Context: an optimization exercise on an open-source flow, tuned for small area and a short achievable clock period. The choices shown serve that exercise and are no tape-out recipe. At most, simulation tests tie the RTL to the original design; equivalence was not proved. Only the layout flow was run in run 2; the RTL was not checked for function there.

==> flow/design.v, too long to show whole: its modules and the start of the top module <==
// module Integrator: 917 lines
// module Integrator_fa: 6 lines
// module Integrator_ha: 6 lines
// module Integrator_xor: 5 lines
// module Integrator_maj: 5 lines
// module Integrator_mux: 5 lines
// module Integrator_aoi: 5 lines
// module Integrator_inv: 5 lines
// module Integrator_nand: 5 lines
// module Integrator_nor: 5 lines
// module Integrator_oai: 5 lines
// module Integrator_xnor: 5 lines
module Integrator
          (clk,
           reset,
           In,
           Out);
  // ...
==> flow/flow/run.sh <==
#!/bin/bash
# Layout flow: the standard synthesis and ORFS layout (standard.sh) with
# these changes to how the layout is made:
#  - the input and output ports get plain buffer cells (buffer_ports
#    -buffer_cell) instead of the delay cells buffer_ports picks by itself;
#  - clock tree synthesis adds no dummy loads (-dont_use_dummy_load); the
#    other CTS arguments are the ones ORFS builds from config.mk;
#  - after synthesis, the a21oi_2 gates are set to a21oi_1 (downsize.tcl).
# Each step's full output goes to a log file here (ORFS keeps its own per-step
# logs under orfs/logs).
set -euo pipefail
export BUFFER_PORTS_ARGS="-buffer_cell sky130_fd_sc_hd__buf_2"
export CTS_ARGS="-sink_clustering_enable -repair_clock_nets -sink_clustering_size 30 -sink_clustering_max_diameter 100 -buf_list {sky130_fd_sc_hd__clkbuf_4 sky130_fd_sc_hd__clkbuf_8} -dont_use_dummy_load"
bash standard.sh synth > run_synth.log 2>&1
RESULTS="$PWD/orfs/results/$FLOW_PLATFORM/Integrator/base"
# the liberty files the flow uses, so that replace_cell knows the cells
LIBS=$(make -s -C "$FLOW_HOME" DESIGN_CONFIG="$PWD/config.mk" WORK_HOME="$PWD/orfs" print-LIB_FILES 2>/dev/null | sed -n 's/^LIB_FILES: *//p')
[ -n "$LIBS" ] || LIBS="$FLOW_HOME/platforms/$FLOW_PLATFORM/lib/sky130_fd_sc_hd__tt_025C_1v80.lib"
{ for l in $LIBS; do echo "read_liberty $l"; done; cat flow/downsize.tcl; } > downsize_run.tcl
RESULTS="$RESULTS" openroad -no_init -exit downsize_run.tcl > run_downsize.log 2>&1
bash standard.sh > run_layout.log 2>&1
==> flow/flow/downsize.tcl <==
# Put the prefix adder's and-or-invert gates back at their smallest drive
# strength (synthesis maps that one gate module to the x2 size); the
# resizer may size any of them up again where timing needs it.
read_db $::env(RESULTS)/1_synth.odb
set n 0
foreach inst [get_cells -hierarchical *] {
  set ref [get_property $inst ref_name]
  if {$ref eq "sky130_fd_sc_hd__a21oi_2"} {
    replace_cell $inst [get_lib_cells */sky130_fd_sc_hd__a21oi_1]
    incr n
  }
}
puts "downsized $n cells"
write_db $::env(RESULTS)/1_synth.odb
==> flow/standard.sh <==
#!/bin/bash
# synth_recipe.tcl (not shown) runs the flow's synth.tcl, then flattens the netlist and writes it again
# the make line also repeats each setting of config.mk as NAME=value (left out here)
make -C /OpenROAD-flow-scripts/flow DESIGN_CONFIG=/design/flow/config.mk WORK_HOME=/design/flow/orfs CLKGATE_MAP_FILE= SYNTH_SCRIPT=/design/flow/synth_recipe.tcl "${@:-finish}"
==> flow/config.mk <==
export PLATFORM = sky130hd
export DESIGN_NAME = Integrator
export DESIGN_NICKNAME = Integrator
export VERILOG_FILES = /design/flow/design.v
export SDC_FILE = /design/flow/constraint.sdc
export NUM_CORES = 4
export LEC_CHECK = 0
export CAP_MARGIN = 20
export CORE_MARGIN = 2
export CORE_UTILIZATION = 40
export CTS_BUF_LIST = sky130_fd_sc_hd__clkbuf_4 sky130_fd_sc_hd__clkbuf_8
export CTS_CLUSTER_DIAMETER = 100
export CTS_CLUSTER_SIZE = 30
export PLACE_DENSITY = 0.85
export SETUP_SLACK_MARGIN = 4
export SLEW_MARGIN = 20
export SYNTH_HIERARCHICAL = 1
export SYNTH_MINIMUM_KEEP_SIZE = 0
==> flow/constraint.sdc <==
create_clock -name core_clock -period 14.0 [get_ports {clk}]
set_input_delay 2.8000 -clock core_clock [delete_from_list [all_inputs] [get_ports {clk}]]
set_output_delay 2.8000 -clock core_clock [all_outputs]
set_load 0.01 [all_outputs]
==> impl_metrics.json, run 1 <==
{
  "status": "timing/DRC/antenna clean",
  "buffer_area_frac": 0.0319,
  "fin_util": 0.436,
  "globalRoute.busiestLayer": "met2",
  "routed-wl-met3_um": 538,
  "dominant_cells": "multi-input combinational cells",
  "cts_root_buffer": "clkbuf_8",
  "die_x_um": 133,
  "io_buffer_count": 44,
  "area_delta_synth_final_pct": 7.29,
  "final_common_cell": "fa_1",
  "rows": 47,
  "clock_buffers": 9,
  "top_regs": "y1 x22, y2 x22",
  "max_slew_margin": 0.562,
  "antenna_found_initial": 0,
  "clkCellAreaFrac": 0.0173,
  "worst_pin_slew_ns": 0.657,
  "r2r_cells": 16,
  "fin_crit_sh": 0.682,
  "grt_pass1_wl_um": 22000,
  "antennaDiodeCount": 0,
  "start_kind": "input pin",
  "grtUsageMet3": 0.0391,
  "r2r_end": "y1[18]",
  "ctsHoldBuffers": 0,
  "grt_usage": 0.165,
  "fin_tns_setup_ns": 0,
  "regArea_sq_um": 2180
}
==> inputs of run 2 (changes only) <==
--- a/flow/design.v
+++ b/flow/design.v
@@ -508,359 +508,365 @@
   Integrator_aoi u_g_155 (.a(n_153), .b(g_124), .c(n_154), .y(g_155));
   wire t_156;
   Integrator_nand u_t_156 (.a(n_153), .b(t_125), .y(t_156));
   wire g_157;
   Integrator_aoi u_g_157 (.a(t_127), .b(g_124), .c(g_126), .y(g_157));
   wire t_158;
   Integrator_nand u_t_158 (.a(t_127), .b(t_125), .y(t_158));
   wire g_159;
-  Integrator_oai u_g_159 (.a(mt4_54), .b(g_132), .c(mg4_53), .y(g_159));
-  wire n_160;
-  Integrator_inv u_n_160 (.a(g_132), .y(n_160));
+  Integrator_aoi u_g_159 (.a(t_111), .b(n_131), .c(g_110), .y(g_159));
+  wire g_160;
+  Integrator_aoi u_g_160 (.a(t_119), .b(g_116), .c(g_118), .y(g_160));
   wire g_161;
-  Integrator_aoi u_g_161 (.a(t_113), .b(n_160), .c(g_112), .y(g_161));
-  wire g_162;
-  Integrator_oai u_g_162 (.a(t_138), .b(g_132), .c(g_137), .y(g_162));
+  Integrator_oai u_g_161 (.a(mt4_54), .b(g_132), .c(mg4_53), .y(g_161));
+  wire n_162;
+  Integrator_inv u_n_162 (.a(g_132), .y(n_162));
   wire g_163;
-  Integrator_oai u_g_163 (.a(t_140), .b(g_132), .c(g_139), .y(g_163));
-  wire t_164;
-  Integrator_nor u_t_164 (.a(t_140), .b(t_134), .y(t_164));
+  Integrator_aoi u_g_163 (.a(t_113), .b(n_162), .c(g_112), .y(g_163));
+  wire g_164;
+  Integrator_oai u_g_164 (.a(t_138), .b(g_159), .c(g_137), .y(g_164));
   wire g_165;
-  Integrator_oai u_g_165 (.a(mt12_78), .b(g_145), .c(mg12_77), .y(g_165));
+  Integrator_oai u_g_165 (.a(t_140), .b(g_159), .c(g_139), .y(g_165));
   wire t_166;
-  Integrator_nor u_t_166 (.a(mt12_78), .b(t_146), .y(t_166));
-  wire n_167;
-  Integrator_inv u_n_167 (.a(g_145), .y(n_167));
-  wire g_168;
-  Integrator_aoi u_g_168 (.a(t_121), .b(n_167), .c(g_120), .y(g_168));
+  Integrator_nor u_t_166 (.a(t_140), .b(t_134), .y(t_166));
+  wire g_167;
+  Integrator_oai u_g_167 (.a(mt12_78), .b(g_145), .c(mg12_77), .y(g_167));
+  wire t_168;
+  Integrator_nor u_t_168 (.a(mt12_78), .b(t_146), .y(t_168));
   wire n_169;
-  Integrator_inv u_n_169 (.a(t_146), .y(n_169));
-  wire t_170;
-  Integrator_nand u_t_170 (.a(t_121), .b(n_169), .y(t_170));
-  wire g_171;
-  Integrator_oai u_g_171 (.a(t_150), .b(g_145), .c(g_149), .y(g_171));
+  Integrator_inv u_n_169 (.a(g_145), .y(n_169));
+  wire g_170;
+  Integrator_aoi u_g_170 (.a(t_121), .b(n_169), .c(g_120), .y(g_170));
+  wire n_171;
+  Integrator_inv u_n_171 (.a(t_146), .y(n_171));
   wire t_172;
-  Integrator_nor u_t_172 (.a(t_150), .b(t_146), .y(t_172));
+  Integrator_nand u_t_172 (.a(t_121), .b(n_171), .y(t_172));
   wire g_173;
-  Integrator_oai u_g_173 (.a(t_152), .b(g_145), .c(g_151), .y(g_173));
+  Integrator_oai u_g_173 (.a(t_150), .b(g_160), .c(g_149), .y(g_173));
   wire t_174;
-  Integrator_nor u_t_174 (.a(t_152), .b(t_146), .y(t_174));
+  Integrator_nor u_t_174 (.a(t_150), .b(t_146), .y(t_174));
   wire g_175;
-  Integrator_oai u_g_175 (.a(mt20_102), .b(g_157), .c(mg20_101), .y(g_175));
+  Integrator_oai u_g_175 (.a(t_152), .b(g_160), .c(g_151), .y(g_175));
   wire t_176;
-  Integrator_nor u_t_176 (.a(mt20_102), .b(t_158), .y(t_176));
-  wire n_177;
-  Integrator_inv u_n_177 (.a(g_157), .y(n_177));
-  wire g_178;
-  Integrator_aoi u_g_178 (.a(t_129), .b(n_177), .c(g_128), .y(g_178));
+  Integrator_nor u_t_176 (.a(t_152), .b(t_146), .y(t_176));
+  wire g_177;
+  Integrator_oai u_g_177 (.a(mt20_102), .b(g_157), .c(mg20_101), .y(g_177));
+  wire t_178;
+  Integrator_nor u_t_178 (.a(mt20_102), .b(t_158), .y(t_178));
   wire n_179;
-  Integrator_inv u_n_179 (.a(t_158), .y(n_179));
-  wire t_180;
-  Integrator_nand u_t_180 (.a(t_129), .b(n_179), .y(t_180));
-  wire g_181;
-  Integrator_oai u_g_181 (.a(t_140), .b(g_132), .c(g_139), .y(g_181));
-  wire n_182;
-  Integrator_inv u_n_182 (.a(g_163), .y(n_182));
+  Integrator_inv u_n_179 (.a(g_157), .y(n_179));
+  wire g_180;
+  Integrator_aoi u_g_180 (.a(t_129), .b(n_179), .c(g_128), .y(g_180));
+  wire n_181;
+  Integrator_inv u_n_181 (.a(t_158), .y(n_181));
+  wire t_182;
+  Integrator_nand u_t_182 (.a(t_129), .b(n_181), .y(t_182));
   wire g_183;
-  Integrator_oai u_g_183 (.a(mt8_66), .b(n_182), .c(mg8_65), .y(g_183));
+  Integrator_oai u_g_183 (.a(t_140), .b(g_159), .c(g_139), .y(g_183));
   wire g_184;
-  Integrator_aoi u_g_184 (.a(t_117), .b(g_163), .c(g_116), .y(g_184));
-  wire g_185;
-  Integrator_oai u_g_185 (.a(t_144), .b(n_182), .c(g_143), .y(g_185));
+  Integrator_oai u_g_184 (.a(t_140), .b(g_159), .c(g_139), .y(g_184));
+  wire n_185;
+  Integrator_inv u_n_185 (.a(g_165), .y(n_185));
   wire g_186;
-  Integrator_aoi u_g_186 (.a(n_169), .b(g_163), .c(n_167), .y(g_186));
+  Integrator_oai u_g_186 (.a(mt8_66), .b(n_185), .c(mg8_65), .y(g_186));
   wire g_187;
-  Integrator_aoi u_g_187 (.a(t_166), .b(g_181), .c(g_165), .y(g_187));
-  wire n_188;
-  Integrator_inv u_n_188 (.a(g_181), .y(n_188));
+  Integrator_aoi u_g_187 (.a(t_117), .b(g_165), .c(g_116), .y(g_187));
+  wire g_188;
+  Integrator_oai u_g_188 (.a(t_144), .b(n_185), .c(g_143), .y(g_188));
   wire g_189;
-  Integrator_oai u_g_189 (.a(t_170), .b(n_188), .c(g_168), .y(g_189));
+  Integrator_aoi u_g_189 (.a(n_171), .b(g_183), .c(n_169), .y(g_189));
   wire g_190;
-  Integrator_aoi u_g_190 (.a(t_172), .b(g_181), .c(g_171), .y(g_190));
-  wire g_191;
-  Integrator_aoi u_g_191 (.a(t_174), .b(g_181), .c(g_173), .y(g_191));
-  wire t_192;
-  Integrator_nand u_t_192 (.a(t_174), .b(t_164), .y(t_192));
+  Integrator_aoi u_g_190 (.a(t_168), .b(g_183), .c(g_167), .y(g_190));
+  wire n_191;
+  Integrator_inv u_n_191 (.a(g_183), .y(n_191));
+  wire g_192;
+  Integrator_oai u_g_192 (.a(t_172), .b(n_191), .c(g_170), .y(g_192));
   wire g_193;
-  Integrator_aoi u_g_193 (.a(t_174), .b(g_181), .c(g_173), .y(g_193));
+  Integrator_aoi u_g_193 (.a(t_174), .b(g_184), .c(g_173), .y(g_193));
   wire g_194;
-  Integrator_oai u_g_194 (.a(mt16_90), .b(g_191), .c(mg16_89), .y(g_194));
-  wire n_195;
-  Integrator_inv u_n_195 (.a(g_191), .y(n_195));
+  Integrator_aoi u_g_194 (.a(t_176), .b(g_184), .c(g_175), .y(g_194));
+  wire t_195;
+  Integrator_nand u_t_195 (.a(t_176), .b(t_166), .y(t_195));
   wire g_196;
-  Integrator_aoi u_g_196 (.a(t_125), .b(n_195), .c(g_124), .y(g_196));
+  Integrator_aoi u_g_196 (.a(t_176), .b(g_184), .c(g_175), .y(g_196));
   wire g_197;
-  Integrator_oai u_g_197 (.a(t_156), .b(g_191), .c(g_155), .y(g_197));
-  wire g_198;
-  Integrator_oai u_g_198 (.a(t_158), .b(g_193), .c(g_157), .y(g_198));
-  wire n_199;
-  Integrator_inv u_n_199 (.a(g_193), .y(n_199));
+  Integrator_oai u_g_197 (.a(mt16_90), .b(g_194), .c(mg16_89), .y(g_197));
+  wire n_198;
+  Integrator_inv u_n_198 (.a(g_194), .y(n_198));
+  wire g_199;
+  Integrator_aoi u_g_199 (.a(t_125), .b(n_198), .c(g_124), .y(g_199));
   wire g_200;
-  Integrator_aoi u_g_200 (.a(t_176), .b(n_199), .c(g_175), .y(g_200));
+  Integrator_oai u_g_200 (.a(t_156), .b(g_194), .c(g_155), .y(g_200));
   wire g_201;
-  Integrator_oai u_g_201 (.a(t_180), .b(g_193), .c(g_178), .y(g_201));
-  wire sum1_202;
-  Integrator_xor u_sum1_202 (.a(mp1_43), .b(1'b0), .y(sum1_202));
-  wire sum2_203;
-  Integrator_xor u_sum2_203 (.a(mp2_46), .b(n_131), .y(sum2_203));
-  wire sum3_204;
-  Integrator_xor u_sum3_204 (.a(mp3_49), .b(g_130), .y(sum3_204));
-  wire sum4_205;
-  Integrator_xor u_sum4_205 (.a(mp4_52), .b(n_160), .y(sum4_205));
-  wire sum5_206;
-  Integrator_xor u_sum5_206 (.a(mp5_55), .b(g_159), .y(sum5_206));
-  wire sum6_207;
-  Integrator_xnor u_sum6_207 (.a(mp6_58), .b(g_161), .y(sum6_207));
-  wire sum7_208;
-  Integrator_xor u_sum7_208 (.a(mp7_61), .b(g_162), .y(sum7_208));
-  wire sum8_209;
-  Integrator_xor u_sum8_209 (.a(mp8_64), .b(g_163), .y(sum8_209));
-  wire sum9_210;
-  Integrator_xor u_sum9_210 (.a(mp9_67), .b(g_183), .y(sum9_210));
-  wire sum10_211;
-  Integrator_xnor u_sum10_211 (.a(mp10_70), .b(g_184), .y(sum10_211));
-  wire sum11_212;
-  Integrator_xor u_sum11_212 (.a(mp11_73), .b(g_185), .y(sum11_212));
-  wire sum12_213;
-  Integrator_xnor u_sum12_213 (.a(mp12_76), .b(g_186), .y(sum12_213));
-  wire sum13_214;
-  Integrator_xnor u_sum13_214 (.a(mp13_79), .b(g_187), .y(sum13_214));
-  wire sum14_215;
-  Integrator_xor u_sum14_215 (.a(mp14_82), .b(g_189), .y(sum14_215));
-  wire sum15_216;
-  Integrator_xnor u_sum15_216 (.a(mp15_85), .b(g_190), .y(sum15_216));
-  wire sum16_217;
-  Integrator_xor u_sum16_217 (.a(mp16_88), .b(n_195), .y(sum16_217));
-  wire sum17_218;
-  Integrator_xor u_sum17_218 (.a(mp17_91), .b(g_194), .y(sum17_218));
-  wire sum18_219;
-  Integrator_xnor u_sum18_219 (.a(mp18_94), .b(g_196), .y(sum18_219));
-  wire sum19_220;
-  Integrator_xor u_sum19_220 (.a(mp19_97), .b(g_197), .y(sum19_220));
-  wire sum20_221;
-  Integrator_xor u_sum20_221 (.a(mp20_100), .b(g_198), .y(sum20_221));
-  wire kt0_222;
-  Integrator_nor u_kt0_222 (.a(ts[0]), .b(tc[0]), .y(kt0_222));
-  wire kt1_223;
-  Integrator_nor u_kt1_223 (.a(ts[1]), .b(tc[1]), .y(kt1_223));
-  wire kt2_224;
-  Integrator_nor u_kt2_224 (.a(ts[2]), .b(tc[2]), .y(kt2_224));
-  wire kt3_225;
-  Integrator_nor u_kt3_225 (.a(ts[3]), .b(tc[3]), .y(kt3_225));
-  wire kt4_226;
-  Integrator_nor u_kt4_226 (.a(ts[4]), .b(tc[4]), .y(kt4_226));
-  wire kt5_227;
-  Integrator_nor u_kt5_227 (.a(ts[5]), .b(tc[5]), .y(kt5_227));
-  wire kt6_228;
-  Integrator_nor u_kt6_228 (.a(ts[6]), .b(tc[6]), .y(kt6_228));
-  wire kt7_229;
-  Integrator_nor u_kt7_229 (.a(ts[7]), .b(tc[7]), .y(kt7_229));
-  wire kt8_230;
-  Integrator_nor u_kt8_230 (.a(ts[8]), .b(tc[8]), .y(kt8_230));
-  wire kt9_231;
-  Integrator_nor u_kt9_231 (.a(ts[9]), .b(tc[9]), .y(kt9_231));
-  wire kt10_232;
-  Integrator_nor u_kt10_232 (.a(ts[10]), .b(tc[10]), .y(kt10_232));
-  wire kt11_233;
-  Integrator_nor u_kt11_233 (.a(ts[11]), .b(tc[11]), .y(kt11_233));
-  wire kt12_234;
-  Integrator_nor u_kt12_234 (.a(ts[12]), .b(tc[12]), .y(kt12_234));
-  wire kt13_235;
-  Integrator_nor u_kt13_235 (.a(ts[13]), .b(tc[13]), .y(kt13_235));
-  wire kt14_236;
-  Integrator_nor u_kt14_236 (.a(ts[14]), .b(tc[14]), .y(kt14_236));
-  wire kt15_237;
-  Integrator_nor u_kt15_237 (.a(ts[15]), .b(tc[15]), .y(kt15_237));
-  wire kt16_238;
-  Integrator_nor u_kt16_238 (.a(ts[16]), .b(tc[16]), .y(kt16_238));
-  wire kt17_239;
-  Integrator_nor u_kt17_239 (.a(ts[17]), .b(tc[17]), .y(kt17_239));
-  wire kt18_240;
-  Integrator_nor u_kt18_240 (.a(ts[18]), .b(tc[18]), .y(kt18_240));
-  wire kt19_241;
-  Integrator_nor u_kt19_241 (.a(ts[19]), .b(tc[19]), .y(kt19_241));
-  wire kg0_242;
-  Integrator_nand u_kg0_242 (.a(ts[0]), .b(tc[0]), .y(kg0_242));
-  wire kg1_243;
-  Integrator_nand u_kg1_243 (.a(ts[1]), .b(tc[1]), .y(kg1_243));
-  wire kg2_244;
-  Integrator_nand u_kg2_244 (.a(ts[2]), .b(tc[2]), .y(kg2_244));
-  wire kg3_245;
-  Integrator_nand u_kg3_245 (.a(ts[3]), .b(tc[3]), .y(kg3_245));
-  wire kg4_246;
-  Integrator_nand u_kg4_246 (.a(ts[4]), .b(tc[4]), .y(kg4_246));
-  wire kg5_247;
-  Integrator_nand u_kg5_247 (.a(ts[5]), .b(tc[5]), .y(kg5_247));
-  wire kg6_248;
-  Integrator_nand u_kg6_248 (.a(ts[6]), .b(tc[6]), .y(kg6_248));
-  wire kg7_249;
-  Integrator_nand u_kg7_249 (.a(ts[7]), .b(tc[7]), .y(kg7_249));
-  wire kg8_250;
-  Integrator_nand u_kg8_250 (.a(ts[8]), .b(tc[8]), .y(kg8_250));
-  wire kg9_251;
-  Integrator_nand u_kg9_251 (.a(ts[9]), .b(tc[9]), .y(kg9_251));
-  wire kg10_252;
-  Integrator_nand u_kg10_252 (.a(ts[10]), .b(tc[10]), .y(kg10_252));
-  wire kg11_253;
-  Integrator_nand u_kg11_253 (.a(ts[11]), .b(tc[11]), .y(kg11_253));
-  wire kg12_254;
-  Integrator_nand u_kg12_254 (.a(ts[12]), .b(tc[12]), .y(kg12_254));
-  wire kg13_255;
-  Integrator_nand u_kg13_255 (.a(ts[13]), .b(tc[13]), .y(kg13_255));
-  wire kg14_256;
-  Integrator_nand u_kg14_256 (.a(ts[14]), .b(tc[14]), .y(kg14_256));
-  wire kg15_257;
-  Integrator_nand u_kg15_257 (.a(ts[15]), .b(tc[15]), .y(kg15_257));
-  wire kg16_258;
-  Integrator_nand u_kg16_258 (.a(ts[16]), .b(tc[16]), .y(kg16_258));
-  wire kg17_259;
-  Integrator_nand u_kg17_259 (.a(ts[17]), .b(tc[17]), .y(kg17_259));
-  wire kg18_260;
-  Integrator_nand u_kg18_260 (.a(ts[18]), .b(tc[18]), .y(kg18_260));
-  wire kg19_261;
-  Integrator_nand u_kg19_261 (.a(ts[19]), .b(tc[19]), .y(kg19_261));
-  wire g_262;
-  Integrator_oai u_g_262 (.a(kt1_223), .b(kg0_242), .c(kg1_243), .y(g_262));
-  wire t_263;
-  Integrator_nor u_t_263 (.a(kt1_223), .b(kt0_222), .y(t_263));
-  wire g_264;
-  Integrator_oai u_g_264 (.a(kt3_225), .b(kg2_244), .c(kg3_245), .y(g_264));
-  wire t_265;
-  Integrator_nor u_t_265 (.a(kt3_225), .b(kt2_224), .y(t_265));
-  wire g_266;
-  Integrator_oai u_g_266 (.a(kt5_227), .b(kg4_246), .c(kg5_247), .y(g_266));
-  wire t_267;
-  Integrator_nor u_t_267 (.a(kt5_227), .b(kt4_226), .y(t_267));
-  wire g_268;
-  Integrator_oai u_g_268 (.a(kt7_229), .b(kg6_248), .c(kg7_249), .y(g_268));
-  wire t_269;
-  Integrator_nor u_t_269 (.a(kt7_229), .b(kt6_228), .y(t_269));
-  wire g_270;
-  Integrator_oai u_g_270 (.a(kt9_231), .b(kg8_250), .c(kg9_251), .y(g_270));
-  wire t_271;
-  Integrator_nor u_t_271 (.a(kt9_231), .b(kt8_230), .y(t_271));
-  wire g_272;
-  Integrator_oai u_g_272 (.a(kt11_233), .b(kg10_252), .c(kg11_253), .y(g_272));
-  wire t_273;
-  Integrator_nor u_t_273 (.a(kt11_233), .b(kt10_232), .y(t_273));
-  wire g_274;
-  Integrator_oai u_g_274 (.a(kt13_235), .b(kg12_254), .c(kg13_255), .y(g_274));
-  wire t_275;
-  Integrator_nor u_t_275 (.a(kt13_235), .b(kt12_234), .y(t_275));
-  wire g_276;
-  Integrator_oai u_g_276 (.a(kt15_237), .b(kg14_256), .c(kg15_257), .y(g_276));
-  wire t_277;
-  Integrator_nor u_t_277 (.a(kt15_237), .b(kt14_236), .y(t_277));
-  wire g_278;
-  Integrator_oai u_g_278 (.a(kt17_239), .b(kg16_258), .c(kg17_259), .y(g_278));
-  wire t_279;
-  Integrator_nor u_t_279 (.a(kt17_239), .b(kt16_238), .y(t_279));
-  wire g_280;
-  Integrator_oai u_g_280 (.a(kt19_241), .b(kg18_260), .c(kg19_261), .y(g_280));
-  wire t_281;
-  Integrator_nor u_t_281 (.a(kt19_241), .b(kt18_240), .y(t_281));
-  wire g_282;
-  Integrator_aoi u_g_282 (.a(t_265), .b(g_262), .c(g_264), .y(g_282));
-  wire t_283;
-  Integrator_nand u_t_283 (.a(t_265), .b(t_263), .y(t_283));
-  wire g_284;
-  Integrator_aoi u_g_284 (.a(t_269), .b(g_266), .c(g_268), .y(g_284));
-  wire t_285;
-  Integrator_nand u_t_285 (.a(t_269), .b(t_267), .y(t_285));
-  wire g_286;
-  Integrator_aoi u_g_286 (.a(t_273), .b(g_270), .c(g_272), .y(g_286));
-  wire t_287;
-  Integrator_nand u_t_287 (.a(t_273), .b(t_271), .y(t_287));
-  wire g_288;
-  Integrator_aoi u_g_288 (.a(t_277), .b(g_274), .c(g_276), .y(g_288));
-  wire t_289;
-  Integrator_nand u_t_289 (.a(t_277), .b(t_275), .y(t_289));
-  wire g_290;
-  Integrator_aoi u_g_290 (.a(t_281), .b(g_278), .c(g_280), .y(g_290));
-  wire t_291;
-  Integrator_nand u_t_291 (.a(t_281), .b(t_279), .y(t_291));
-  wire g_292;
-  Integrator_oai u_g_292 (.a(t_285), .b(g_282), .c(g_284), .y(g_292));
-  wire t_293;
-  Integrator_nor u_t_293 (.a(t_285), .b(t_283), .y(t_293));
-  wire g_294;
-  Integrator_oai u_g_294 (.a(t_289), .b(g_286), .c(g_288), .y(g_294));
-  wire t_295;
-  Integrator_nor u_t_295 (.a(t_289), .b(t_287), .y(t_295));
-  wire g_296;
-  Integrator_aoi u_g_296 (.a(t_295), .b(g_292), .c(g_294), .y(g_296));
-  wire t_297;
-  Integrator_nand u_t_297 (.a(t_295), .b(t_293), .y(t_297));
-  wire n_298;
-  Integrator_inv u_n_298 (.a(t_287), .y(n_298));
-  wire n_299;
-  Integrator_inv u_n_299 (.a(g_286), .y(n_299));
-  wire g_300;
-  Integrator_aoi u_g_300 (.a(n_298), .b(g_292), .c(n_299), .y(g_300));
-  wire t_301;
-  Integrator_nand u_t_301 (.a(n_298), .b(t_293), .y(t_301));
-  wire g_302;
-  Integrator_oai u_g_302 (.a(t_291), .b(g_296), .c(g_290), .y(g_302));
-  wire n_303;
-  Integrator_inv u_n_303 (.a(g_282), .y(n_303));
-  wire g_304;
-  Integrator_aoi u_g_304 (.a(t_267), .b(n_303), .c(g_266), .y(g_304));
-  wire n_305;
-  Integrator_inv u_n_305 (.a(t_283), .y(n_305));
-  wire t_306;
-  Integrator_nand u_t_306 (.a(t_267), .b(n_305), .y(t_306));
+  Integrator_oai u_g_201 (.a(t_158), .b(g_196), .c(g_157), .y(g_201));
+  wire n_202;
+  Integrator_inv u_n_202 (.a(g_196), .y(n_202));
+  wire g_203;
+  Integrator_aoi u_g_203 (.a(t_178), .b(n_202), .c(g_177), .y(g_203));
+  wire g_204;
+  Integrator_oai u_g_204 (.a(t_182), .b(g_196), .c(g_180), .y(g_204));
+  wire sum1_205;
+  Integrator_xor u_sum1_205 (.a(mp1_43), .b(1'b0), .y(sum1_205));
+  wire sum2_206;
+  Integrator_xor u_sum2_206 (.a(mp2_46), .b(n_131), .y(sum2_206));
+  wire sum3_207;
+  Integrator_xor u_sum3_207 (.a(mp3_49), .b(g_130), .y(sum3_207));
+  wire sum4_208;
+  Integrator_xor u_sum4_208 (.a(mp4_52), .b(n_162), .y(sum4_208));
+  wire sum5_209;
+  Integrator_xor u_sum5_209 (.a(mp5_55), .b(g_161), .y(sum5_209));
+  wire sum6_210;
+  Integrator_xnor u_sum6_210 (.a(mp6_58), .b(g_163), .y(sum6_210));
+  wire sum7_211;
+  Integrator_xor u_sum7_211 (.a(mp7_61), .b(g_164), .y(sum7_211));
+  wire sum8_212;
+  Integrator_xor u_sum8_212 (.a(mp8_64), .b(g_165), .y(sum8_212));
+  wire sum9_213;
+  Integrator_xor u_sum9_213 (.a(mp9_67), .b(g_186), .y(sum9_213));
+  wire sum10_214;
+  Integrator_xnor u_sum10_214 (.a(mp10_70), .b(g_187), .y(sum10_214));
+  wire sum11_215;
+  Integrator_xor u_sum11_215 (.a(mp11_73), .b(g_188), .y(sum11_215));
+  wire sum12_216;
+  Integrator_xnor u_sum12_216 (.a(mp12_76), .b(g_189), .y(sum12_216));
+  wire sum13_217;
+  Integrator_xnor u_sum13_217 (.a(mp13_79), .b(g_190), .y(sum13_217));
+  wire sum14_218;
+  Integrator_xor u_sum14_218 (.a(mp14_82), .b(g_192), .y(sum14_218));
+  wire sum15_219;
+  Integrator_xnor u_sum15_219 (.a(mp15_85), .b(g_193), .y(sum15_219));
+  wire sum16_220;
+  Integrator_xor u_sum16_220 (.a(mp16_88), .b(n_198), .y(sum16_220));
+  wire sum17_221;
+  Integrator_xor u_sum17_221 (.a(mp17_91), .b(g_197), .y(sum17_221));
+  wire sum18_222;
+  Integrator_xnor u_sum18_222 (.a(mp18_94), .b(g_199), .y(sum18_222));
+  wire sum19_223;
+  Integrator_xor u_sum19_223 (.a(mp19_97), .b(g_200), .y(sum19_223));
+  wire sum20_224;
+  Integrator_xor u_sum20_224 (.a(mp20_100), .b(g_201), .y(sum20_224));
+  wire kt0_225;
+  Integrator_nor u_kt0_225 (.a(ts[0]), .b(tc[0]), .y(kt0_225));
+  wire kt1_226;
+  Integrator_nor u_kt1_226 (.a(ts[1]), .b(tc[1]), .y(kt1_226));
+  wire kt2_227;
+  Integrator_nor u_kt2_227 (.a(ts[2]), .b(tc[2]), .y(kt2_227));
+  wire kt3_228;
+  Integrator_nor u_kt3_228 (.a(ts[3]), .b(tc[3]), .y(kt3_228));
+  wire kt4_229;
+  Integrator_nor u_kt4_229 (.a(ts[4]), .b(tc[4]), .y(kt4_229));
+  wire kt5_230;
+  Integrator_nor u_kt5_230 (.a(ts[5]), .b(tc[5]), .y(kt5_230));
+  wire kt6_231;
+  Integrator_nor u_kt6_231 (.a(ts[6]), .b(tc[6]), .y(kt6_231));
+  wire kt7_232;
+  Integrator_nor u_kt7_232 (.a(ts[7]), .b(tc[7]), .y(kt7_232));
+  wire kt8_233;
+  Integrator_nor u_kt8_233 (.a(ts[8]), .b(tc[8]), .y(kt8_233));
+  wire kt9_234;
+  Integrator_nor u_kt9_234 (.a(ts[9]), .b(tc[9]), .y(kt9_234));
+  wire kt10_235;
+  Integrator_nor u_kt10_235 (.a(ts[10]), .b(tc[10]), .y(kt10_235));
+  wire kt11_236;
+  Integrator_nor u_kt11_236 (.a(ts[11]), .b(tc[11]), .y(kt11_236));
+  wire kt12_237;
+  Integrator_nor u_kt12_237 (.a(ts[12]), .b(tc[12]), .y(kt12_237));
+  wire kt13_238;
+  Integrator_nor u_kt13_238 (.a(ts[13]), .b(tc[13]), .y(kt13_238));
+  wire kt14_239;
+  Integrator_nor u_kt14_239 (.a(ts[14]), .b(tc[14]), .y(kt14_239));
+  wire kt15_240;
+  Integrator_nor u_kt15_240 (.a(ts[15]), .b(tc[15]), .y(kt15_240));
+  wire kt16_241;
+  Integrator_nor u_kt16_241 (.a(ts[16]), .b(tc[16]), .y(kt16_241));
+  wire kt17_242;
+  Integrator_nor u_kt17_242 (.a(ts[17]), .b(tc[17]), .y(kt17_242));
+  wire kt18_243;
+  Integrator_nor u_kt18_243 (.a(ts[18]), .b(tc[18]), .y(kt18_243));
+  wire kt19_244;
+  Integrator_nor u_kt19_244 (.a(ts[19]), .b(tc[19]), .y(kt19_244));
+  wire kg0_245;
+  Integrator_nand u_kg0_245 (.a(ts[0]), .b(tc[0]), .y(kg0_245));
+  wire kg1_246;
+  Integrator_nand u_kg1_246 (.a(ts[1]), .b(tc[1]), .y(kg1_246));
+  wire kg2_247;
+  Integrator_nand u_kg2_247 (.a(ts[2]), .b(tc[2]), .y(kg2_247));
+  wire kg3_248;
+  Integrator_nand u_kg3_248 (.a(ts[3]), .b(tc[3]), .y(kg3_248));
+  wire kg4_249;
+  Integrator_nand u_kg4_249 (.a(ts[4]), .b(tc[4]), .y(kg4_249));
+  wire kg5_250;
+  Integrator_nand u_kg5_250 (.a(ts[5]), .b(tc[5]), .y(kg5_250));
+  wire kg6_251;
+  Integrator_nand u_kg6_251 (.a(ts[6]), .b(tc[6]), .y(kg6_251));
+  wire kg7_252;
+  Integrator_nand u_kg7_252 (.a(ts[7]), .b(tc[7]), .y(kg7_252));
+  wire kg8_253;
+  Integrator_nand u_kg8_253 (.a(ts[8]), .b(tc[8]), .y(kg8_253));
+  wire kg9_254;
+  Integrator_nand u_kg9_254 (.a(ts[9]), .b(tc[9]), .y(kg9_254));
+  wire kg10_255;
+  Integrator_nand u_kg10_255 (.a(ts[10]), .b(tc[10]), .y(kg10_255));
+  wire kg11_256;
+  Integrator_nand u_kg11_256 (.a(ts[11]), .b(tc[11]), .y(kg11_256));
+  wire kg12_257;
+  Integrator_nand u_kg12_257 (.a(ts[12]), .b(tc[12]), .y(kg12_257));
+  wire kg13_258;
+  Integrator_nand u_kg13_258 (.a(ts[13]), .b(tc[13]), .y(kg13_258));
+  wire kg14_259;
+  Integrator_nand u_kg14_259 (.a(ts[14]), .b(tc[14]), .y(kg14_259));
+  wire kg15_260;
+  Integrator_nand u_kg15_260 (.a(ts[15]), .b(tc[15]), .y(kg15_260));
+  wire kg16_261;
+  Integrator_nand u_kg16_261 (.a(ts[16]), .b(tc[16]), .y(kg16_261));
+  wire kg17_262;
+  Integrator_nand u_kg17_262 (.a(ts[17]), .b(tc[17]), .y(kg17_262));
+  wire kg18_263;
+  Integrator_nand u_kg18_263 (.a(ts[18]), .b(tc[18]), .y(kg18_263));
+  wire kg19_264;
+  Integrator_nand u_kg19_264 (.a(ts[19]), .b(tc[19]), .y(kg19_264));
+  wire g_265;
+  Integrator_oai u_g_265 (.a(kt1_226), .b(kg0_245), .c(kg1_246), .y(g_265));
+  wire t_266;
+  Integrator_nor u_t_266 (.a(kt1_226), .b(kt0_225), .y(t_266));
+  wire g_267;
+  Integrator_oai u_g_267 (.a(kt3_228), .b(kg2_247), .c(kg3_248), .y(g_267));
+  wire t_268;
+  Integrator_nor u_t_268 (.a(kt3_228), .b(kt2_227), .y(t_268));
+  wire g_269;
+  Integrator_oai u_g_269 (.a(kt5_230), .b(kg4_249), .c(kg5_250), .y(g_269));
+  wire t_270;
+  Integrator_nor u_t_270 (.a(kt5_230), .b(kt4_229), .y(t_270));
+  wire g_271;
+  Integrator_oai u_g_271 (.a(kt7_232), .b(kg6_251), .c(kg7_252), .y(g_271));
+  wire t_272;
+  Integrator_nor u_t_272 (.a(kt7_232), .b(kt6_231), .y(t_272));
+  wire g_273;
+  Integrator_oai u_g_273 (.a(kt9_234), .b(kg8_253), .c(kg9_254), .y(g_273));
+  wire t_274;
+  Integrator_nor u_t_274 (.a(kt9_234), .b(kt8_233), .y(t_274));
+  wire g_275;
+  Integrator_oai u_g_275 (.a(kt11_236), .b(kg10_255), .c(kg11_256), .y(g_275));
+  wire t_276;
+  Integrator_nor u_t_276 (.a(kt11_236), .b(kt10_235), .y(t_276));
+  wire g_277;
+  Integrator_oai u_g_277 (.a(kt13_238), .b(kg12_257), .c(kg13_258), .y(g_277));
+  wire t_278;
+  Integrator_nor u_t_278 (.a(kt13_238), .b(kt12_237), .y(t_278));
+  wire g_279;
+  Integrator_oai u_g_279 (.a(kt15_240), .b(kg14_259), .c(kg15_260), .y(g_279));
+  wire t_280;
+  Integrator_nor u_t_280 (.a(kt15_240), .b(kt14_239), .y(t_280));
+  wire g_281;
+  Integrator_oai u_g_281 (.a(kt17_242), .b(kg16_261), .c(kg17_262), .y(g_281));
+  wire t_282;
+  Integrator_nor u_t_282 (.a(kt17_242), .b(kt16_241), .y(t_282));
+  wire g_283;
+  Integrator_oai u_g_283 (.a(kt19_244), .b(kg18_263), .c(kg19_264), .y(g_283));
+  wire t_284;
+  Integrator_nor u_t_284 (.a(kt19_244), .b(kt18_243), .y(t_284));
+  wire g_285;
+  Integrator_aoi u_g_285 (.a(t_268), .b(g_265), .c(g_267), .y(g_285));
+  wire t_286;
+  Integrator_nand u_t_286 (.a(t_268), .b(t_266), .y(t_286));
+  wire g_287;
+  Integrator_aoi u_g_287 (.a(t_272), .b(g_269), .c(g_271), .y(g_287));
+  wire t_288;
+  Integrator_nand u_t_288 (.a(t_272), .b(t_270), .y(t_288));
+  wire g_289;
+  Integrator_aoi u_g_289 (.a(t_276), .b(g_273), .c(g_275), .y(g_289));
+  wire t_290;
+  Integrator_nand u_t_290 (.a(t_276), .b(t_274), .y(t_290));
+  wire g_291;
+  Integrator_aoi u_g_291 (.a(t_280), .b(g_277), .c(g_279), .y(g_291));
+  wire t_292;
+  Integrator_nand u_t_292 (.a(t_280), .b(t_278), .y(t_292));
+  wire g_293;
+  Integrator_aoi u_g_293 (.a(t_284), .b(g_281), .c(g_283), .y(g_293));
+  wire t_294;
+  Integrator_nand u_t_294 (.a(t_284), .b(t_282), .y(t_294));
+  wire g_295;
+  Integrator_oai u_g_295 (.a(t_288), .b(g_285), .c(g_287), .y(g_295));
+  wire t_296;
+  Integrator_nor u_t_296 (.a(t_288), .b(t_286), .y(t_296));
+  wire g_297;
+  Integrator_oai u_g_297 (.a(t_292), .b(g_289), .c(g_291), .y(g_297));
+  wire t_298;
+  Integrator_nor u_t_298 (.a(t_292), .b(t_290), .y(t_298));
+  wire g_299;
+  Integrator_aoi u_g_299 (.a(t_298), .b(g_295), .c(g_297), .y(g_299));
+  wire t_300;
+  Integrator_nand u_t_300 (.a(t_298), .b(t_296), .y(t_300));
+  wire n_301;
+  Integrator_inv u_n_301 (.a(t_290), .y(n_301));
+  wire n_302;
+  Integrator_inv u_n_302 (.a(g_289), .y(n_302));
+  wire g_303;
+  Integrator_aoi u_g_303 (.a(n_301), .b(g_295), .c(n_302), .y(g_303));
+  wire t_304;
+  Integrator_nand u_t_304 (.a(n_301), .b(t_296), .y(t_304));
+  wire g_305;
+  Integrator_oai u_g_305 (.a(t_294), .b(g_299), .c(g_293), .y(g_305));
+  wire n_306;
+  Integrator_inv u_n_306 (.a(g_285), .y(n_306));
   wire g_307;
-  Integrator_aoi u_g_307 (.a(t_271), .b(g_292), .c(g_270), .y(g_307));
-  wire t_308;
-  Integrator_nand u_t_308 (.a(t_271), .b(t_293), .y(t_308));
-  wire n_309;
-  Integrator_inv u_n_309 (.a(g_300), .y(n_309));
+  Integrator_aoi u_g_307 (.a(t_270), .b(n_306), .c(g_269), .y(g_307));
+  wire n_308;
+  Integrator_inv u_n_308 (.a(t_286), .y(n_308));
+  wire t_309;
+  Integrator_nand u_t_309 (.a(t_270), .b(n_308), .y(t_309));
   wire g_310;
-  Integrator_aoi u_g_310 (.a(t_275), .b(n_309), .c(g_274), .y(g_310));
-  wire n_311;
-  Integrator_inv u_n_311 (.a(t_301), .y(n_311));
-  wire t_312;
-  Integrator_nand u_t_312 (.a(t_275), .b(n_311), .y(t_312));
-  wire n_313;
-  Integrator_inv u_n_313 (.a(g_296), .y(n_313));
-  wire g_314;
-  Integrator_aoi u_g_314 (.a(t_279), .b(n_313), .c(g_278), .y(g_314));
-  wire n_315;
-  Integrator_inv u_n_315 (.a(t_297), .y(n_315));
-  wire t_316;
-  Integrator_nand u_t_316 (.a(t_279), .b(n_315), .y(t_316));
-  wire n_317;
-  Integrator_inv u_n_317 (.a(g_262), .y(n_317));
-  wire g_318;
-  Integrator_oai u_g_318 (.a(kt2_224), .b(n_317), .c(kg2_244), .y(g_318));
-  wire g_319;
-  Integrator_oai u_g_319 (.a(kt4_226), .b(g_282), .c(kg4_246), .y(g_319));
-  wire g_320;
-  Integrator_oai u_g_320 (.a(kt6_228), .b(g_304), .c(kg6_248), .y(g_320));
-  wire n_321;
-  Integrator_inv u_n_321 (.a(g_292), .y(n_321));
+  Integrator_aoi u_g_310 (.a(t_274), .b(g_295), .c(g_273), .y(g_310));
+  wire t_311;
+  Integrator_nand u_t_311 (.a(t_274), .b(t_296), .y(t_311));
+  wire n_312;
+  Integrator_inv u_n_312 (.a(g_303), .y(n_312));
+  wire g_313;
+  Integrator_aoi u_g_313 (.a(t_278), .b(n_312), .c(g_277), .y(g_313));
+  wire n_314;
+  Integrator_inv u_n_314 (.a(t_304), .y(n_314));
+  wire t_315;
+  Integrator_nand u_t_315 (.a(t_278), .b(n_314), .y(t_315));
+  wire n_316;
+  Integrator_inv u_n_316 (.a(g_299), .y(n_316));
+  wire g_317;
+  Integrator_aoi u_g_317 (.a(t_282), .b(n_316), .c(g_281), .y(g_317));
+  wire n_318;
+  Integrator_inv u_n_318 (.a(t_300), .y(n_318));
+  wire t_319;
+  Integrator_nand u_t_319 (.a(t_282), .b(n_318), .y(t_319));
+  wire n_320;
+  Integrator_inv u_n_320 (.a(g_265), .y(n_320));
+  wire g_321;
+  Integrator_oai u_g_321 (.a(kt2_227), .b(n_320), .c(kg2_247), .y(g_321));
   wire g_322;
-  Integrator_oai u_g_322 (.a(kt8_230), .b(n_321), .c(kg8_250), .y(g_322));
+  Integrator_oai u_g_322 (.a(kt4_229), .b(g_285), .c(kg4_249), .y(g_322));
   wire g_323;
-  Integrator_oai u_g_323 (.a(kt10_232), .b(g_307), .c(kg10_252), .y(g_323));
-  wire g_324;
-  Integrator_oai u_g_324 (.a(kt12_234), .b(g_300), .c(kg12_254), .y(g_324));
+  Integrator_oai u_g_323 (.a(kt6_231), .b(g_307), .c(kg6_251), .y(g_323));
+  wire n_324;
+  Integrator_inv u_n_324 (.a(g_295), .y(n_324));
   wire g_325;
-  Integrator_oai u_g_325 (.a(kt14_236), .b(g_310), .c(kg14_256), .y(g_325));
+  Integrator_oai u_g_325 (.a(kt8_233), .b(n_324), .c(kg8_253), .y(g_325));
   wire g_326;
-  Integrator_oai u_g_326 (.a(kt16_238), .b(g_296), .c(kg16_258), .y(g_326));
+  Integrator_oai u_g_326 (.a(kt10_235), .b(g_310), .c(kg10_255), .y(g_326));
   wire g_327;
-  Integrator_oai u_g_327 (.a(kt18_240), .b(g_314), .c(kg18_260), .y(g_327));
-  wire flip = (ts[20] ^ tc[20]) | (g_302 ^ ts[20]);
-  wire pf_328;
-  Integrator_xor u_pf_328 (.a(mp21_103), .b(flip), .y(pf_328));
-  wire top_329;
-  Integrator_xnor u_top_329 (.a(pf_328), .b(g_200), .y(top_329));
-  wire [21:0] y = {top_329, sum20_221, sum19_220, sum18_219, sum17_218, sum16_217, sum15_216, sum14_215, sum13_214, sum12_213, sum11_212, sum10_211, sum9_210, sum8_209, sum7_208, sum6_207, sum5_206, sum4_205, sum3_204, sum2_203, sum1_202, ra0_1};
+  Integrator_oai u_g_327 (.a(kt12_237), .b(g_303), .c(kg12_257), .y(g_327));
+  wire g_328;
+  Integrator_oai u_g_328 (.a(kt14_239), .b(g_313), .c(kg14_259), .y(g_328));
+  wire g_329;
+  Integrator_oai u_g_329 (.a(kt16_241), .b(g_299), .c(kg16_261), .y(g_329));
+  wire g_330;
+  Integrator_oai u_g_330 (.a(kt18_243), .b(g_317), .c(kg18_263), .y(g_330));
+  wire flip = (ts[20] ^ tc[20]) | (g_305 ^ ts[20]);
+  wire pf_331;
+  Integrator_xor u_pf_331 (.a(mp21_103), .b(flip), .y(pf_331));
+  wire top_332;
+  Integrator_xnor u_top_332 (.a(pf_331), .b(g_203), .y(top_332));
+  wire [21:0] y = {top_332, sum20_224, sum19_223, sum18_222, sum17_221, sum16_220, sum15_219, sum14_218, sum13_217, sum12_216, sum11_215, sum10_214, sum9_213, sum8_212, sum7_211, sum6_210, sum5_209, sum4_208, sum3_207, sum2_206, sum1_205, ra0_1};
   wire [20:0] v_next;
   assign v_next[0] = x1[0];
   wire vk1;
   assign v_next[1] = x1[1] ^ x[0];
   assign vk1 = x1[1] | ~x[0];
   wire vk2;
   Integrator_fa u_vl2 (.a(x1[2]), .b(~x[1]), .c(vk1), .s(v_next[2]), .co(vk2));
   wire vk3;
==> flow/flow/run.sh (replaced) <==
#!/bin/bash
# Layout flow: the standard synthesis and ORFS layout (standard.sh) with two
# changes to how the layout is made:
#  - the input and output ports get plain buffer cells (buffer_ports
#    -buffer_cell) instead of the delay cells buffer_ports picks by itself;
#  - clock tree synthesis adds no dummy loads (-dont_use_dummy_load); the
#    other CTS arguments are the ones ORFS builds from config.mk.
# Each step's full output goes to a log file here (ORFS keeps its own per-step
# logs under orfs/logs).
set -euo pipefail
export BUFFER_PORTS_ARGS="-buffer_cell sky130_fd_sc_hd__buf_2"
export CTS_ARGS="-sink_clustering_enable -repair_clock_nets -sink_clustering_size 30 -sink_clustering_max_diameter 100 -buf_list {sky130_fd_sc_hd__clkbuf_4 sky130_fd_sc_hd__clkbuf_8} -dont_use_dummy_load"
bash standard.sh synth > run_synth.log 2>&1
bash standard.sh > run_layout.log 2>&1
--- a/flow/config.mk
+++ b/flow/config.mk
@@ -6,13 +6,12 @@
 export NUM_CORES = 4
 export LEC_CHECK = 0
 export CAP_MARGIN = 20
 export CORE_MARGIN = 2
 export CORE_UTILIZATION = 40
 export CTS_BUF_LIST = sky130_fd_sc_hd__clkbuf_4 sky130_fd_sc_hd__clkbuf_8
 export CTS_CLUSTER_DIAMETER = 100
 export CTS_CLUSTER_SIZE = 30
-export PLACE_DENSITY = 0.85
 export SETUP_SLACK_MARGIN = 4
 export SLEW_MARGIN = 20
 export SYNTH_HIERARCHICAL = 1
 export SYNTH_MINIMUM_KEEP_SIZE = 0
removed: flow/flow/downsize.tcl
==> run 2 against run 1 <==
  * Still clean on timing, DRC and antenna
  * Flip-flop and latch count did not move
  * Synthesized area increased by 1.8%
  * Hold slack better by 0.0032 ns
  * Cell count increased by 0.37%
  * Die area increased by 1.8%
  * Global-route usage decreased by 0.065 points
  * Count of clock-buffer cells in the layout is the same
  * Synthesized cell count increased by 0.54%
  * Clock skew down 0.0087 ns
  * Critical endpoint unchanged
  * Largest cell class unchanged
==> impl_metrics.json, run 2 <==
{
  "fin_crit_sh": 0.674,
  "antenna_found_initial": 0,
  "multi_input_area_sq_um": 4220,
  "antennaDiodeCount": 0,
  "final_net_count": 770,
  "final_common_cell": "fa_1",
  "die_x_um": 134,
  "routabilityCongestion": 0.867,
  "tritoncts": "built",
  "grt_pass1_vias": 4322,
  "max_stage_delay_ns": 0.58,
  "rows": 47,
  "remaining_drc_errors": 0,
  "synthCells": 555,
  "finalMaxSlewViolations": 0,
  "synthDistinctLibCells": 14,
  "hold_viol_final": 0,
  "drive_above_1_share": 0.140,
  "hold_path_class": "flip-flop to flip-flop",
  "grt_pass1_wl_um": 22600,
  "worst_pin_slew_ns": 0.740,
  "ant_nets": 0,
  "syn-cell-area_sq_um": 6780,
  "cp.arrival_ns": 6.64,
  "start_kind": "input pin",
  "routed_wl_um": 12900,
  "cts_setup_buffers": 0,
  "dp_hpwl_um": 11100,
  "synth_largest_area_cell": "fa_1",
  "dr.pass1.iters": 4,
  "ys_top_cells_by_count": "fa_1, dfrtp_1, inv_1",
  "dieArea_sq_um": 18000,
  "ys_top_cells_by_area": "fa_1, dfrtp_1, xor2_1, a21oi_2, inv_1",
  "seq_area_frac_synth": 0.321,
  "cts_made_buffers": 9,
  "instances_no_fill": 813,
  "synth_top_area_frac": 0.404,
  "cts_buffer_depth": 2,
  "ctsHoldBuffers": 0,
  "io_buffer_count": 44,
  "via_per_inst": 4.65,
  "async_reset_ff_frac": 1.00,
  "period_needed_ns": 9.44,
  "cp_top_family": "adder cells",
  "ios": 46,
  "endpoint_kind": "output port",
  "cap_violations": 0,
  "crit_type": "input pin to output port",
  "placedCellCount": 804,
  "path_common_cell": "fa_1",
  "ys_ff_latch": 87,
  "cts_root_buffer": "clkbuf_8",
  "die_h_um": 134,
  "grt_max_degree": 60,
  "crit_path_max_fanout": 4,
  "cts.sinks": 87,
  "fill_cells": 1570,
  "initial_core_util": 0.409,
  "avgSynthCellArea_sq_um": 12.2,
  "regArea_sq_um": 2180,
  "status": "timing/DRC/antenna clean",
  "path_clk_slew_ns": 0.08,
  "synth_warnings": 7,
  "insertion_delay_ns": 0.37,
  "required_ns": 11.20,
  "cts-resized-gates": 0,
  "area_delta_synth_final_pct": 7.16,
  "drtIter0Drc": 186,
  "clock_skew_ns": 0.0277,
  "routedWlPerCell_um": 15.8,
  "fin_tns_setup_ns": 0,
  "max_slew_margin": 0.507,
  "layout_common_cells": "fa_1, dfrtp_1, inv_1, nor2_1, nand2_1",
  "core_sq_um": 16600,
  "worstPathCellList": "buf_2 -> inv_1 -> fa_1 -> fa_1 -> fa_1 -> fa_1 -> nor2_1 -> nor2_1 -> nand2_1 -> nor2_1 -> a21oi_2 -> inv_1 -> a21oi_2 -> xnor2_1 -> buf_2",
  "synth.most_common_cell": "fa_1",
  "h-tree-depth": 3,
  "synth-edff-count": 0,
  "grt_overflow_total": 0,
  "setup_viol": 0,
  "grt_setup_unrepaired": "no",
  "cp_slowest_cell": "fa_1",
  "vias": 3783,
  "ys.flop_type": "dfrtp_1",
  "critPathBufInv": 4,
  "fmax_ghz": 0.106,
  "grt_usage": 0.165,
  "top_regs": "y1 x22, y2 x22"
}
run 2: routing by layer:
metal / vias up / track usage / routed length (um)
li1: 1736 / - / -
met1: 1966 / 0.229 / 5960
met2: 64 / 0.258 / 6200
met3: 17 / 0.0401 / 470
met4: 0 / 0.0503 / 237
met5: - / 0 / 0
run 2: kinds of logic (layout without fill, tap and decap cells):
family                     after synthesis  after routing  share of synthesized area
adders and majority gates              151            151                      0.430
and+or+nand+nor                        118            118                     0.0658
DFF                                     87             87                      0.321
buffers and inverters                   86            118                     0.0598
AOI/OAI and AO/OA                       66             66                     0.0642
xor gates and xnor gates                45             45                     0.0581
other                                    2              8                    0.00111
run 2: path summary, 6_finish.rpt:
kind | startpoint | end | slack (ns) | depth (start not counted)
min in group asynchronous | reset | y1[13] | 2.44 | 2
min reg2reg | y1[8] | y2[8] | 0.34 | 0
max | In[6] | Out[18] | 4.56 | 15
max in group asynchronous | reset | x1[5] | 10.42 | 3
min | y1[8] | y2[8] | 0.34 | 0
max reg2reg | vc | y1[21] | 8.31 | 14
run 2: metrics by stage:
stage                     instance area (sq um)  setup WS [ns]  utilization  hold slack (ns)
after CTS                                  7270           4.55        0.438            0.350
after floorplan                            6810           5.16            -            0.331
after global placement                     7150           4.62        0.431            0.332
final                                      7270           4.56        0.438            0.344
after detailed placement                   7150           4.59        0.431            0.335
after global routing                       7270           4.22        0.438            0.358
run 2: cell type report:
type / instances / area share
flip-flops and latches: 87 / 0.299
multi-input cells: 388 / 0.581
inverters: 64 / 0.0332
repair buffers: 45 / 0.0313
clock buffers: 9 / 0.0170
well taps: 220 / 0.0379
run 2: worst register-to-register path, cell delays in order (launching register included):
cell and delay [ns]:
dfrtp_1 0.65, fa_1 0.53, fa_1 0.47, fa_1 0.41, fa_1 0.44, fa_1 0.58, fa_1 0.43, fa_1 0.50
fa_1 0.59, nand2_1 0.09, o21ai_1 0.35, a21oi_2 0.11, o21ai_1 0.18, a21oi_2 0.05, xnor2_1 0.21
run 2: modules after synthesis (local to each module, per instance), a selection:
module           times used  flops+latches  cell area (sq um)
Integrator_aoi           28              0               8.76
Integrator_fa           137              0               20.0
Integrator_inv           18              0               3.75
Integrator_nand          53              0               3.75
Integrator_oai           38              0               5.00
Integrator_xnor           7              0               8.76
Integrator_xor           36              0               8.76

## separate check: timing with driven ports
How much do the figures lean on ideal ports? The routed layouts below were timed once more, with nothing changed but the port constraints. Step 1 (the two cells are an assumption about what drives the block):
set clk [get_ports {clk}]
set_driving_cell -lib_cell sky130_fd_sc_hd__clkbuf_16 $clk
set_driving_cell -lib_cell sky130_fd_sc_hd__buf_2 [delete_from_list [all_inputs] $clk]
Step 2, shift: input delay + t, output delay - t, t = (earliest + latest rising clock arrival at the registers) / 2. This alone moves slack from input paths to output paths. Three values: no drivers, after step 1, after step 2; two values: the first two.
run | t, ns | slack for setup (ns) | hold slack, ns
run 1 | 0.413 | 4.450 / 4.424 / 4.424 | 0.341 / 0.341 / 0.341
run 2 | 0.399 | 4.565 / 4.542 / 4.542 | 0.344 / 0.344 / 0.344
After both steps every run listed still meets setup and hold. The setup slack of run 1, which loses most, moves by -0.026 ns with the drivers and by -0.026 ns with both steps.
